Source: an optimization exercise on an open RTL-to-GDS flow (aim: small area). Production flows keep margins and buffers that such runs may drop.
The RTL was checked by simulation tests, not by an equivalence proof against the original design.
No driver is modelled on the clock port, so clocking that relies on it looks cheaper here than on a real chip.
Power and IR drop assume default switching activity.

==> flow/design.v <==
module timer #(
  parameter int CLK_HZ      = 20_000,
  parameter int MS_TICK_HZ  = 1_000,
  parameter int RAND_MIN_MS = 2000,
  parameter int RAND_MAX_MS = 15000
)(
  input  logic       clk,
  input  logic       rst_n,
  input  logic       start_btn,
  input  logic       stop_btn,
  output logic       stim_led,
  output logic [7:0] sseg,
  output logic [7:0] an
);
  localparam logic [1:0] IDLE = 2'd2, WAIT1 = 2'd0, RUN = 2'd1, DONE = 2'd3;
  logic [1:0] start_sync, stop_sync;
  always_ff @(posedge clk or negedge rst_n) begin
    if (!rst_n) begin
      start_sync <= 2'b00;
      stop_sync  <= 2'b00;
    end else begin
      start_sync <= {start_sync[0], start_btn};
      stop_sync  <= {stop_sync[0],  stop_btn};
    end
  end
  wire start_pe = start_sync[1] & ~start_sync[0];
  wire stop_pe  = stop_sync[1]  & ~stop_sync[0];
  logic [1:0] q;
  logic [3:0] pre;
  logic [1:0] sel;
  logic [2:0] m5;
  wire q3   = q[1] & ~q[0];           
  wire q0   = ~q[1] & ~q[0];          
  wire pen  = q3;
  wire sen  = q3 & (&pre);
  always_ff @(posedge clk or negedge rst_n) begin
    if (!rst_n) begin
      q   <= '0;
      pre <= '0;
      sel <= '0;
      m5  <= '0;
    end else begin
      q   <= {q[0], ~q[1]};
      pre <= pre ^ {pen & pre[2] & pre[1] & pre[0], pen & pre[1] & pre[0], pen & pre[0], pen};
      sel <= sel ^ {sen & sel[0], sen};
      m5  <= {m5[1:0], ~(m5[2] | m5[1])};
    end
  end
  wire tick   = q3 & m5[2] & ~m5[1];      
  wire tick_d = q0 & ~m5[2] & ~m5[0];     
  logic [1:0]  cs;
  logic [13:0] r;
  wire end1 = (r == 14'h3FFF) || (r == 14'd3382);
  logic        inc_en, xs6;
  logic [13:0] r_inc;
  always_comb begin
    logic c, co;
    c = inc_en;
    for (int g = 0; g < 3; g++) begin
      logic [3:0] d;
      d  = r[4*g +: 4];
      co = c & (&d);
      r_inc[4*g]     = d[0] ^ c;
      r_inc[4*g + 1] = (d[1] ^ (c & d[0])) | (co & xs6);
      r_inc[4*g + 2] = (d[2] ^ (c & d[0] & d[1])) | (co & xs6);
      r_inc[4*g + 3] = d[3] ^ (c & d[0] & d[1] & d[2]);
      c = co;
    end
    r_inc[12] = r[12] ^ c;
    r_inc[13] = r[13] ^ (c & r[12]);
  end
  logic [1:0]  ns;
  logic [13:0] r_nx;
  always_comb begin
    ns     = cs;
    inc_en = 1'b0;
    xs6    = 1'b1;
    r_nx   = r_inc;
    unique case (cs)
      IDLE: begin
        if (start_pe) ns = WAIT1;
        else          r_nx = {~(r[13] ^ r[4] ^ r[2] ^ r[0]), r[13:1]};
      end
      WAIT1: begin
        xs6    = 1'b0;
        inc_en = tick;
        if (stop_pe | end1) r_nx = 14'h0666;    
        if (stop_pe)        ns = DONE;
        else if (end1)      ns = RUN;
      end
      RUN: begin
        inc_en = (r[13] ? tick : tick_d) & ~stop_pe;
        if (stop_pe | (r[13] & r[12])) ns = DONE;
      end
      default: ;
    endcase
  end
  always_ff @(posedge clk or negedge rst_n) begin
    if (!rst_n) begin
      cs <= IDLE;
      r  <= 14'h3FFE;
    end else begin
      cs <= ns;
      r  <= r_nx;
    end
  end
  assign stim_led = (cs == RUN) & r[13];
  logic [3:0] nib;
  always_comb begin
    if (cs == IDLE)
      nib = (sel == 2'd0) ? 4'd0 : (sel == 2'd1) ? 4'd4 : 4'd1;
    else if ((cs == RUN || cs == DONE) && r[13])
      case (sel)
        2'd0: nib = r[3:0];
        2'd1: nib = r[7:4];
        2'd2: nib = r[11:8];
        default: nib = {3'b011, r[12]};
      endcase
    else if (cs == DONE)
      nib = 4'd15;
    else
      nib = 4'd1;
  end
  always_comb begin
    case (nib)
      4'd0: sseg = 8'hCF;
      4'd1: sseg = 8'hFF;
      4'd2: sseg = 8'hFF;
      4'd3: sseg = 8'hFF;
      4'd4: sseg = 8'h89;
      4'd5: sseg = 8'hFF;
      4'd6: sseg = 8'hC0;
      4'd7: sseg = 8'hF9;
      4'd8: sseg = 8'hA4;
      4'd9: sseg = 8'hB0;
      4'd10: sseg = 8'h99;
      4'd11: sseg = 8'h92;
      4'd12: sseg = 8'h82;
      4'd13: sseg = 8'hF8;
      4'd14: sseg = 8'h80;
      default: sseg = 8'h90;
    endcase
  end
  assign an = ~(8'b0000_0001 << sel);
endmodule
export LEC_CHECK = 0
export CAP_MARGIN = 20
export CORE_MARGIN = 2
export CORE_UTILIZATION = 40
export SLEW_MARGIN = 20
export BUFFER_PORTS_ARGS = -buffer_cell sky130_fd_sc_hd__buf_1
export SYNTH_INSBUF = 0
export SKIP_REPAIR_TIE_FANOUT = 1
export GPL_TIMING_DRIVEN = 0
create_clock -name core_clock -period 80.0 [get_ports {clk}]
standard.sh (not shown) runs the stock make flow with config.mk's settings and CLKGATE_MAP_FILE= SYNTH_SCRIPT=/design/flow/synth_recipe.tcl, a recipe that flattens the netlist after the stock synthesis.
==> flow/flow/run.sh <==
#!/bin/bash
# Layout flow: the standard flow (standard.sh) with these changes.
#  1. Synthesis runs flow/synth.tcl: the standard flow's synthesis script, but with
#     Yosys's half/full-adder extraction skipped and the technology mapping
#     done by the area-oriented ABC script flow/area.abc (same registers).
#  2. Port buffers use the smallest buffer cell (buf_1); one tie cell
#     drives all constant outputs; no timing-driven global placement (its
#     repair added a buffer on the reset net).
#  3. Clock tree: flow/cts.tcl replaces ORFS's CTS step: the clock port
#     drives a few clock buffers, each feeding a group of registers.
# Each tool's output goes to a log file in this folder.
set -euo pipefail
HERE=$(pwd)
cat >> config.mk <<'EOC'
export BUFFER_PORTS_ARGS = -buffer_cell sky130_fd_sc_hd__buf_1
export SYNTH_INSBUF = 0
export SKIP_REPAIR_TIE_FANOUT = 1
export GPL_TIMING_DRIVEN = 0
EOC
export AREA_ABC_SCRIPT=$HERE/flow/area.abc
sed "s#SYNTH_SCRIPT=[^ ]*#SYNTH_SCRIPT=$HERE/flow/synth.tcl#" standard.sh > area_synth.sh
bash area_synth.sh synth > synth.log 2>&1
bash standard.sh place > place.log 2>&1
RESULTS=$HERE/orfs/results/$FLOW_PLATFORM/timer/base
PLATFORM_DIR=$FLOW_HOME/platforms/$FLOW_PLATFORM
RESULTS=$RESULTS PLATFORM_DIR=$PLATFORM_DIR LIB_FILES="$PLATFORM_DIR/lib/sky130_fd_sc_hd__tt_025C_1v80.lib" \
  NBUF=${NBUF:-1} CTS_CELL=${CTS_CELL:-sky130_fd_sc_hd__clkbuf_16} \
  openroad -no_init -exit $HERE/flow/cts.tcl > cts.log 2>&1
cp $RESULTS/4_1_cts.odb $RESULTS/4_cts.odb
bash standard.sh > standard.log 2>&1
Other scripts of this flow, unchanged in this note and not shown: flow/flow/area.abc, flow/flow/cts.tcl, flow/flow/synth.tcl
Next try:
--- a/flow/design.v
+++ b/flow/design.v
@@ -15,14 +15,10 @@
   localparam logic [1:0] IDLE = 2'd2, WAIT1 = 2'd0, RUN = 2'd1, DONE = 2'd3;
   logic [1:0] start_sync, stop_sync;
   always_ff @(posedge clk or negedge rst_n) begin
-    if (!rst_n) begin
-      start_sync <= 2'b00;
-      stop_sync  <= 2'b00;
-    end else begin
-      start_sync <= {start_sync[0], start_btn};
-      stop_sync  <= {stop_sync[0],  stop_btn};
-    end
+    if (!rst_n) start_sync <= 2'b00;
+    else        start_sync <= {start_sync[0], start_btn};
   end
+  always_ff @(posedge clk) stop_sync <= {stop_sync[0], stop_btn};
   wire start_pe = start_sync[1] & ~start_sync[0];
   wire stop_pe  = stop_sync[1]  & ~stop_sync[0];
   logic [1:0] q;
The changed run completed without violations.
Combinational power stays flat.
Critical path depth is unchanged.
Via count shrinks by about 1.2%.
Die area went down by about 0.6%.
Routed wire length fell by 1.7%.
Worst setup slack got worse by 0.0038 ns.
Register-to-register slack improved by 0.11 ns.
Synthesized area falls by 0.63%.

-- static timing again, ports no longer ideal --
In the flow no input, the clock included, has a driving cell. The finished layouts below were timed again as built, in two steps. Step 1 (the two cells are an assumption about what drives the block):
set clk [get_ports {clk}]
set_driving_cell -lib_cell sky130_fd_sc_hd__clkbuf_16 $clk
set_driving_cell -lib_cell sky130_fd_sc_hd__buf_2 [delete_from_list [all_inputs] $clk]
Step 2, shift: input delay + t, output delay - t, t = (earliest + latest rising clock arrival at the registers) / 2. This alone moves slack from input paths to output paths. Three values: ideal ports, drivers, drivers and shift; two values: the first two.
run | t, ns | setup WS [ns] | worst register clock-pin slew, ns
the first run | 0.197 | 61.706 / 61.679 / 61.876 | 0.11 / 0.11
the second run | 0.198 | 61.702 / 61.675 / 61.873 | 0.11 / 0.11
After both steps setup and hold are still met in every run listed.
